This design comes from an exercise in tuning for small area on the open sky130 flow, not from production work.
In this exercise RTL edits were held to simulation tests only and were not proved equivalent to the original.
Power is estimated from default activity; no workload was simulated.

==> try-tundra: inputs <==
==> flow/design.v (excerpt) <==
module Top_module(
    input clk,
    input reset,
    input rx,
    output tx,
    output [7:0] command,
    output data
);
==> module baud_tick_gen, before the edit <==
module baud_tick_gen (
    input  clk,
    input  rst,
    output baud_tick
);
    reg [1:0] a;    
    reg [2:0] b;    
    reg [4:0] c;    
    always @(posedge clk) begin
        if (rst) begin
            a <= 2'b00;
            b <= 3'b100;
            c <= 5'b10000;
        end else begin
            a <= {~(a[1] & a[0]), a[1]};
            b <= {b[1:0], b[2] ^ b[1]};
            c <= {c[3:0], c[4] ^ c[2]};
        end
    end
    assign baud_tick = (a == 2'b01) & (b[1:0] == 2'b00) & (c[3:0] == 4'b0000);
endmodule
==> module uart_rx, before the edit <==
module uart_rx (
    input clk,
    input rst,
    input tick,
    input rx,
    output reg rx_done,
    output reg [7:0] rx_data
);
    reg [3:0] h, l;
    wire h9 = h[3] & h[0];                  
    wire idle = h9 & ~h[1] & l[3];
    wire fin = tick & h9 & ~l[3] & l[2] & l[1] & l[0];
    wire c = tick & (&l);
    wire st = idle & ~rx;
    wire en = tick & ~idle;
    always @(posedge clk, posedge rst)
        if (rst) rx_done <= 1'b0;
        else rx_done <= fin;
    always @(posedge clk) begin
        if (rst) begin
            h <= 4'd9;
            l <= 4'd8;
        end else begin
            l <= l + {3'd0, en};
            h[0] <= h[0] ^ c;
            h[1] <= (h[1] ^ (c & h[0])) | st;
            h[2] <= (h[2] ^ (c & h[0] & h[1])) | st;
            h[3] <= h[3] ^ (c & h[0] & h[1] & h[2]);
        end
    end
    genvar i;
    generate
        for (i = 0; i < 8; i = i + 1) begin : g_bit
            always @(posedge clk, posedge rst)
                if (rst) rx_data[i] <= 1'b0;
                else if (c & ~h[3] & (h[2:0] == i)) rx_data[i] <= rx;
        end
    endgenerate
endmodule
==> module uart_tx, before the edit <==
module uart_tx (
    input clk,
    input rst,
    input tick,
    input byte_done,
    input [7:0] data_in,
    output reg o_tx
);
    reg [3:0] h, l;
    reg pend;
    wire idle = h[3] & h[0] & ~h[2];
    wire c = tick & (&l);
    wire go = idle & tick & pend;
    wire en = tick & ~idle;
    always @(posedge clk, posedge rst)
        if (rst) o_tx <= 1'b1;
        else if (~h[3]) begin
            if (tick) o_tx <= data_in[h[2:0]];
        end else if (h[2]) o_tx <= 1'b0;
        else if (~h[0]) o_tx <= 1'b1;
    always @(posedge clk) begin
        if (rst) begin
            h <= 4'd9;
            l <= 4'd0;
            pend <= 1'b0;
        end else begin
            pend <= byte_done | (pend & ~(idle & tick));
            l <= l + {3'd0, en};
            h[0] <= h[0] ^ c;
            h[1] <= (h[1] ^ (c & h[0])) | go;
            h[2] <= (h[2] ^ (c & h[0] & h[1])) | go;
            h[3] <= h[3] ^ (c & h[0] & h[1] & h[2]);
        end
    end
endmodule
export LEC_CHECK = 0
export CAP_MARGIN = 20
export CORE_MARGIN = 2
export CORE_UTILIZATION = 78
export GPL_TIMING_DRIVEN = 0
export PLACE_DENSITY = 0.9
export SLEW_MARGIN = 20
export SYNTH_HIERARCHICAL = 1
create_clock -name core_clock -period 10.0 [get_ports {clk}]
standard.sh (not shown) runs the stock make flow with config.mk's settings and CLKGATE_MAP_FILE= SYNTH_SCRIPT=/design/flow/synth_recipe.tcl, a recipe that flattens the netlist after the stock synthesis.
==> flow/flow/run.sh <==
#!/bin/bash
# Own layout flow: the standard flow, except that synthesis re-maps the
# logic with an area-oriented ABC script and without Yosys's adder
# extraction, the ports are buffered with the smallest buffer, and clock tree
# synthesis adds no dummy loads.
# The registers must come out exactly as in the standard synthesis; if
# they do not, the standard synthesis netlist is used instead.
set -euo pipefail
W=$PWD
R=orfs/results/$FLOW_PLATFORM/Top_module/base

# 1. the standard synthesis, for reference
bash standard.sh synth > 1_standard_synth.log 2>&1
cp "$R/1_2_yosys.v" standard_netlist.v

# 2. our synthesis, in a work folder of its own
make -C "$FLOW_HOME" DESIGN_CONFIG="$W/config.mk" WORK_HOME="$W/own" \
  CLKGATE_MAP_FILE= SYNTH_SCRIPT="$W/flow/own_synth.tcl" synth \
  > 2_own_synth.log 2>&1 || true
OWN=own/results/$FLOW_PLATFORM/Top_module/base/1_2_yosys.v
NET=standard_netlist.v
if [[ -f $OWN ]] && python3 flow/regs.py standard_netlist.v "$OWN" > 3_register_check.log 2>&1; then
  cp "$OWN" own_netlist.v
  NET=own_netlist.v
fi
echo "netlist used: $NET" >> 3_register_check.log

# 3. the rest of the standard flow on that netlist
rm -rf orfs
bash standard.sh SYNTH_NETLIST_FILES="$W/$NET" \
  BUFFER_PORTS_ARGS="-buffer_cell sky130_fd_sc_hd__buf_1" \
  CTS_ARGS="-sink_clustering_enable -repair_clock_nets -dont_use_dummy_load" \
  finish > 4_layout.log 2>&1
Other scripts of this flow, unchanged in this note and not shown: flow/flow/area.abc, flow/flow/own_synth.tcl, flow/flow/regs.py
==> inputs of try-pepper, as changes to try-tundra <==
--- a/flow/design.v
+++ b/flow/design.v
@@ -45,3 +45,3 @@
     reg [4:0] c;    
-    always @(posedge clk) begin
+    always @(posedge clk, posedge rst) begin
         if (rst) begin
@@ -66,22 +66,20 @@
 );
+    localparam [3:0] S = 4'd7, P2 = 4'd1, IDLE = 4'd2;
     reg [3:0] h, l;
-    wire h9 = h[3] & h[0];                  
-    wire idle = h9 & ~h[1] & l[3];
-    wire fin = tick & h9 & ~l[3] & l[2] & l[1] & l[0];
-    wire c = tick & (&l);
-    wire st = idle & ~rx;
-    wire en = tick & ~idle;
-    always @(posedge clk, posedge rst)
-        if (rst) rx_done <= 1'b0;
-        else rx_done <= fin;
-    always @(posedge clk) begin
+    wire idle = (h == IDLE);
+    wire c = tick & (&l);               
+    wire fin = tick & (h == P2) & (l == 4'd7);
+    always @(posedge clk, posedge rst) begin
         if (rst) begin
-            h <= 4'd9;
+            h <= IDLE;
             l <= 4'd8;
+            rx_done <= 1'b0;
         end else begin
-            l <= l + {3'd0, en};
-            h[0] <= h[0] ^ c;
-            h[1] <= (h[1] ^ (c & h[0])) | st;
-            h[2] <= (h[2] ^ (c & h[0] & h[1])) | st;
-            h[3] <= h[3] ^ (c & h[0] & h[1] & h[2]);
+            rx_done <= fin;
+            if (idle) begin
+                if (!rx) h <= S;
+            end else begin
+                if (tick) l <= l + 4'd1;
+                if (c | fin) h <= h + 4'd1;
+            end
         end
@@ -93,3 +91,3 @@
                 if (rst) rx_data[i] <= 1'b0;
-                else if (c & ~h[3] & (h[2:0] == i)) rx_data[i] <= rx;
+                else if (c & (h == ((S + 1 + i) % 16))) rx_data[i] <= rx;
         end
@@ -105,26 +103,24 @@
 );
+    localparam [3:0] S = 4'd15, D0 = 4'd0, P = 4'd8, IDLE = 4'd9;
     reg [3:0] h, l;
     reg pend;
-    wire idle = h[3] & h[0] & ~h[2];
-    wire c = tick & (&l);
-    wire go = idle & tick & pend;
-    wire en = tick & ~idle;
-    always @(posedge clk, posedge rst)
-        if (rst) o_tx <= 1'b1;
-        else if (~h[3]) begin
-            if (tick) o_tx <= data_in[h[2:0]];
-        end else if (h[2]) o_tx <= 1'b0;
-        else if (~h[0]) o_tx <= 1'b1;
-    always @(posedge clk) begin
+    wire idle = (h == IDLE);
+    wire [3:0] bit_idx = h - D0;
+    always @(posedge clk, posedge rst) begin
         if (rst) begin
-            h <= 4'd9;
+            h <= IDLE;
             l <= 4'd0;
             pend <= 1'b0;
+            o_tx <= 1'b1;
         end else begin
             pend <= byte_done | (pend & ~(idle & tick));
-            l <= l + {3'd0, en};
-            h[0] <= h[0] ^ c;
-            h[1] <= (h[1] ^ (c & h[0])) | go;
-            h[2] <= (h[2] ^ (c & h[0] & h[1])) | go;
-            h[3] <= h[3] ^ (c & h[0] & h[1] & h[2]);
+            if (h == S) o_tx <= 1'b0;
+            else if (h == P) o_tx <= 1'b1;
+            else if (tick & ~idle) o_tx <= data_in[bit_idx[2:0]];
+            if (idle) begin
+                if (tick & pend) h <= S;
+            end else if (tick) begin
+                l <= l + 4'd1;
+                if (&l) h <= h + 4'd1;
+            end
         end
--- a/flow/flow/run.sh
+++ b/flow/flow/run.sh
@@ -3,4 +3,3 @@
 # logic with an area-oriented ABC script and without Yosys's adder
-# extraction, the ports are buffered with the smallest buffer, and clock tree
-# synthesis adds no dummy loads.
+# extraction, and the ports are buffered with the smallest buffer.
 # The registers must come out exactly as in the standard synthesis; if
@@ -30,4 +29,2 @@
 bash standard.sh SYNTH_NETLIST_FILES="$W/$NET" \
-  BUFFER_PORTS_ARGS="-buffer_cell sky130_fd_sc_hd__buf_1" \
-  CTS_ARGS="-sink_clustering_enable -repair_clock_nets -dont_use_dummy_load" \
-  finish > 4_layout.log 2>&1
+  BUFFER_PORTS_ARGS="-buffer_cell sky130_fd_sc_hd__buf_1" finish > 4_layout.log 2>&1
CORE_UTILIZATION = 40   (was 78)
GPL_TIMING_DRIVEN = unset   (was 0)
PLACE_DENSITY = unset   (was 0.9)
==> inputs of try-fjord, as changes to try-tundra <==
CORE_UTILIZATION = 70   (was 78)
PLACE_DENSITY = 0.85   (was 0.9)
==> inputs of try-lagoon, as changes to try-tundra <==
CORE_UTILIZATION = 85   (was 78)
GPL_TIMING_DRIVEN = unset   (was 0)
PLACE_DENSITY = 0.92   (was 0.9)
==> comparison table <==
| quantity | try-tundra | try-pepper | try-lagoon | try-fjord |
|---|---|---|---|---|
| Outcome | finished clean | finished clean | stopped before the end | finished clean |
| Failing step | - | - | global placement without I/O (3_1_place_gp_skip_io) | - |
| TritonCTS Buffers | 5 | 5 | - | 5 |
| Worst hold margin | 0.436 ns | 0.372 ns | - | 0.427 ns |
| Final Wtd Congestion | 0.803 | 0.823 | - | 0.782 |
| Worst Path Max Fanout | 24 | 10 | - | 24 |
| Post CTS Setup Buffer Count | 0 | 0 | - | 0 |
| Number of hold violations in the final report | 0 | 0 | - | 0 |
| Fraction of area in multi-input gates | 31.6% | 25.7% | - | 31.6% |
| Multi-input comb cells | 111 | 102 | - | 111 |
| Switching part of the total power | 21.7% | 21.7% | - | 21.2% |
| Number of routed nets with antenna violations | 0 | 0 | - | 0 |
| Classification of the worst setup path | in2reg | reg2out | - | in2reg |
| Clock slew at the register clock pins of the worst setup and hold paths | 0.10 ns | 0.08 ns | - | 0.10 ns |
| Library cell contributing the largest single delay on the critical path | sky130_fd_sc_hd__buf_1 | sky130_fd_sc_hd__dfrtp_1 | - | sky130_fd_sc_hd__buf_1 |
| Utilization of the core after routing | 90.0% | 45.8% | - | 79.9% |
| Logic depth of the worst setup path including buffers | 4 | 1 | - | 4 |
| Switching power summed over all nets | 0.0596 mW | 0.0657 mW | - | 0.0580 mW |
| Clock network power | 0.0742 mW | 0.111 mW | - | 0.0728 mW |
| Start point of the critical path | reset | U_RX.rx_done$_DFF_PP0_ | - | reset |

==> re-timing with driven ports <==
How much do the figures lean on ideal ports? The routed layouts below were timed once more, with nothing changed but the port constraints.
Step 1 (the two cells are an assumption about what drives the block):
set clk [get_ports {clk}]
set_driving_cell -lib_cell sky130_fd_sc_hd__clkbuf_16 $clk
set_driving_cell -lib_cell sky130_fd_sc_hd__buf_2 [delete_from_list [all_inputs] $clk]
Step 2 times the ports against the registers' clock, not the clock port: input delays grow and output delays shrink by t, the midpoint of the rising clock arrivals with the driver on.
a / b / c = ideal ports / drivers / drivers and shift; a / b = the first two.
| run | t, ns | slack for setup (ns) | clock arrival spread, ns |
|---|---|---|---|
| try-tundra | 0.369 | 6.606 / 6.593 / 6.224 | 0.017 / 0.017 |
| try-pepper | 0.324 | 6.955 / 6.929 / 6.692 | 0.010 / 0.011 |
| try-fjord | 0.363 | 6.615 / 6.610 / 6.247 | 0.026 / 0.026 |
After both steps every run listed still meets setup and hold. The setup slack of try-tundra, which loses most, moves by -0.013 ns with the drivers and by -0.382 ns with both steps.
